Source: an optimization exercise on an open RTL-to-GDS flow (aim: small area). Production flows keep margins and buffers that such runs may drop. At most, simulation tests tie the RTL to the original design; equivalence was not proved. Power is estimated from default activity; no workload was simulated.

==> flow/design.v (excerpt) <==
module fpga_top (
    input wire WF_CLK, WF_BUTTON,
    input wire rst,  
    input bump0, bump1, bump2, bump3, bump4, bump5,
    input wire motorL_encdr, motorR_encdr,
    input wire ir_snsrch0, ir_snsrch1, ir_snsrch2, ir_snsrch3,
            ir_snsrch4, ir_snsrch5, ir_snsrch6, ir_snsrch7,
    output wire ir_drive0, ir_drive1, ir_drive2, ir_drive3,
            ir_drive4, ir_drive5, ir_drive6, ir_drive7,
    output wire ir_evenLED, ir_oddLED,
    output wire motorL_pwm, motorR_pwm,
    output wire motorL_en, motorR_en,
    output reg motorL_dir, motorR_dir,
    output reg WF_LED
    );
For scale: ~510 flip-flops, about 36 I/O pins, ~27000 um2 of cells after synthesis.
==> flow/config.mk <==
export PLATFORM = sky130hd
export DESIGN_NAME = fpga_top
export DESIGN_NICKNAME = fpga_top
export VERILOG_FILES = /design/flow/design.v
export SDC_FILE = /design/flow/constraint.sdc
export NUM_CORES = 4
export LEC_CHECK = 0
export CAP_MARGIN = 20
export CORE_MARGIN = 2
export CORE_UTILIZATION = 65
export CTS_BUF_LIST = sky130_fd_sc_hd__clkbuf_16
export CTS_CLUSTER_DIAMETER = 120
export CTS_CLUSTER_SIZE = 24
export GPL_TIMING_DRIVEN = 0
export PLACE_DENSITY = 0.75
export SLEW_MARGIN = 20
==> flow/constraint.sdc <==
create_clock -name core_clock -period 12.0 [get_ports {WF_CLK}]
set_input_delay 2.4000 -clock core_clock [delete_from_list [all_inputs] [get_ports {WF_CLK}]]
set_output_delay 2.4000 -clock core_clock [all_outputs]
set_load 0.01 [all_outputs]
run.sh (not shown) runs the stock make flow with config.mk's settings and CLKGATE_MAP_FILE= SYNTH_SCRIPT=/design/flow/synth_recipe.tcl, a recipe that flattens the netlist after the stock synthesis.
The baseline completed with no timing, DRC or antenna violations.
Change:
--- a/flow/design.v
+++ b/flow/design.v
@@ -163,33 +163,32 @@
     wire left = &ir_color[7:4];
     wire lost_raw = ~|ir_color;
     wire pos_ok_raw = (ir_color[3] | ir_color[4]) &
                       (ir_color[7:5] == {ir_color[0], ir_color[1], ir_color[2]});
     wire goal_raw = ir_color[0] & ir_color[7] & ~&ir_color;
     wire [2:0] left_sum = ir_color[7] + ir_color[6] + ir_color[5] + ir_color[4];
     wire [2:0] right_sum = ir_color[0] + ir_color[1] + ir_color[2] + ir_color[3];
-    localparam [17:0] DB_START = 18'h2215b;
-    localparam [17:0] DB_ONE = 18'h042b6;   
+    localparam [17:0] DB_END = 18'h082b9;  
     wire [3:0] db_in = {goal_raw, pos_ok_raw, lost_raw, on_track_raw};
-    reg [3:0] db_out;
+    reg [3:0] db_out, db_hit;
     reg [71:0] db_cnt;
-    reg [3:0] db_ge, db_fix;
+    reg [3:0] db_ge;
     always @(*)
-        for (i = 0; i < 4; i = i + 1) begin
-            db_fix[i] = &db_cnt[i*18 +: 17];
-            db_ge[i] = db_fix[i] & db_cnt[i*18+17];
-        end
+        for (i = 0; i < 4; i = i + 1)
+            db_ge[i] = db_hit[i] | (db_cnt[i*18 +: 18] == DB_END);
     always @(posedge WF_CLK) begin
         for (i = 0; i < 4; i = i + 1) begin
-            if (rst || rst_d || db_in[i] == db_out[i])
-                db_cnt[i*18 +: 18] <= (rst_d && !rst && i == 1) ? DB_ONE : DB_START;
-            else
+            if (rst || rst_d || db_in[i] == db_out[i]) begin
+                db_cnt[i*18 +: 18] <= {17'd0, rst_d && !rst && i == 1};
+                db_hit[i] <= 1'b0;
+            end else begin
                 db_cnt[i*18 +: 18] <= {db_cnt[i*18 +: 17],
-                                       ~(db_cnt[i*18+17] ^ db_cnt[i*18+10]) ^
-                                       (db_fix[i] & ~db_cnt[i*18+17])};
+                                       ~(db_cnt[i*18+17] ^ db_cnt[i*18+10])};
+                db_hit[i] <= db_ge[i];
+            end
             if (rst)
                 db_out[i] <= 1'b0;
             else if (db_ge[i])
                 db_out[i] <= db_in[i];
         end
     end
     wire on_track = db_out[0];
=> Register-to-register slack is worse by 750 ps; routed wire length came out lower by 8.4%; synthesized cell count shrinks by 1.6%; final area is higher by 0.59%; worst setup slack is worse by 68 ps; via count is lower by 3.8%; global-route usage is lower by 2.9 points; clock-buffer cell count goes up by 1; power drops by 3.4%.
Only the layout flow was run in the second run of this note; the RTL was not checked for function there.

## afterwards: timing with drivers on the ports
The flow's constraints put no driver on any port. The routed layouts listed below were extracted and timed again, unchanged, in two steps.
Step 1, drivers: a clkbuf_16 drives WF_CLK and a buf_2 each remaining input, both assumed.
Step 2, shift: input delay + t, output delay - t, t = (earliest + latest rising clock arrival at the registers) / 2. This alone moves slack from input paths to output paths.
Three values: ideal ports, drivers, drivers and shift; two values: the first two.
run	t, ns	setup slack, ns	worst data-port slew with drivers (ns)
the first run	0.641	0.573 / 0.511 / 1.151	0.05
the second run	0.627	0.505 / 0.449 / 0.871	0.04
After both steps every run listed still meets setup and hold.
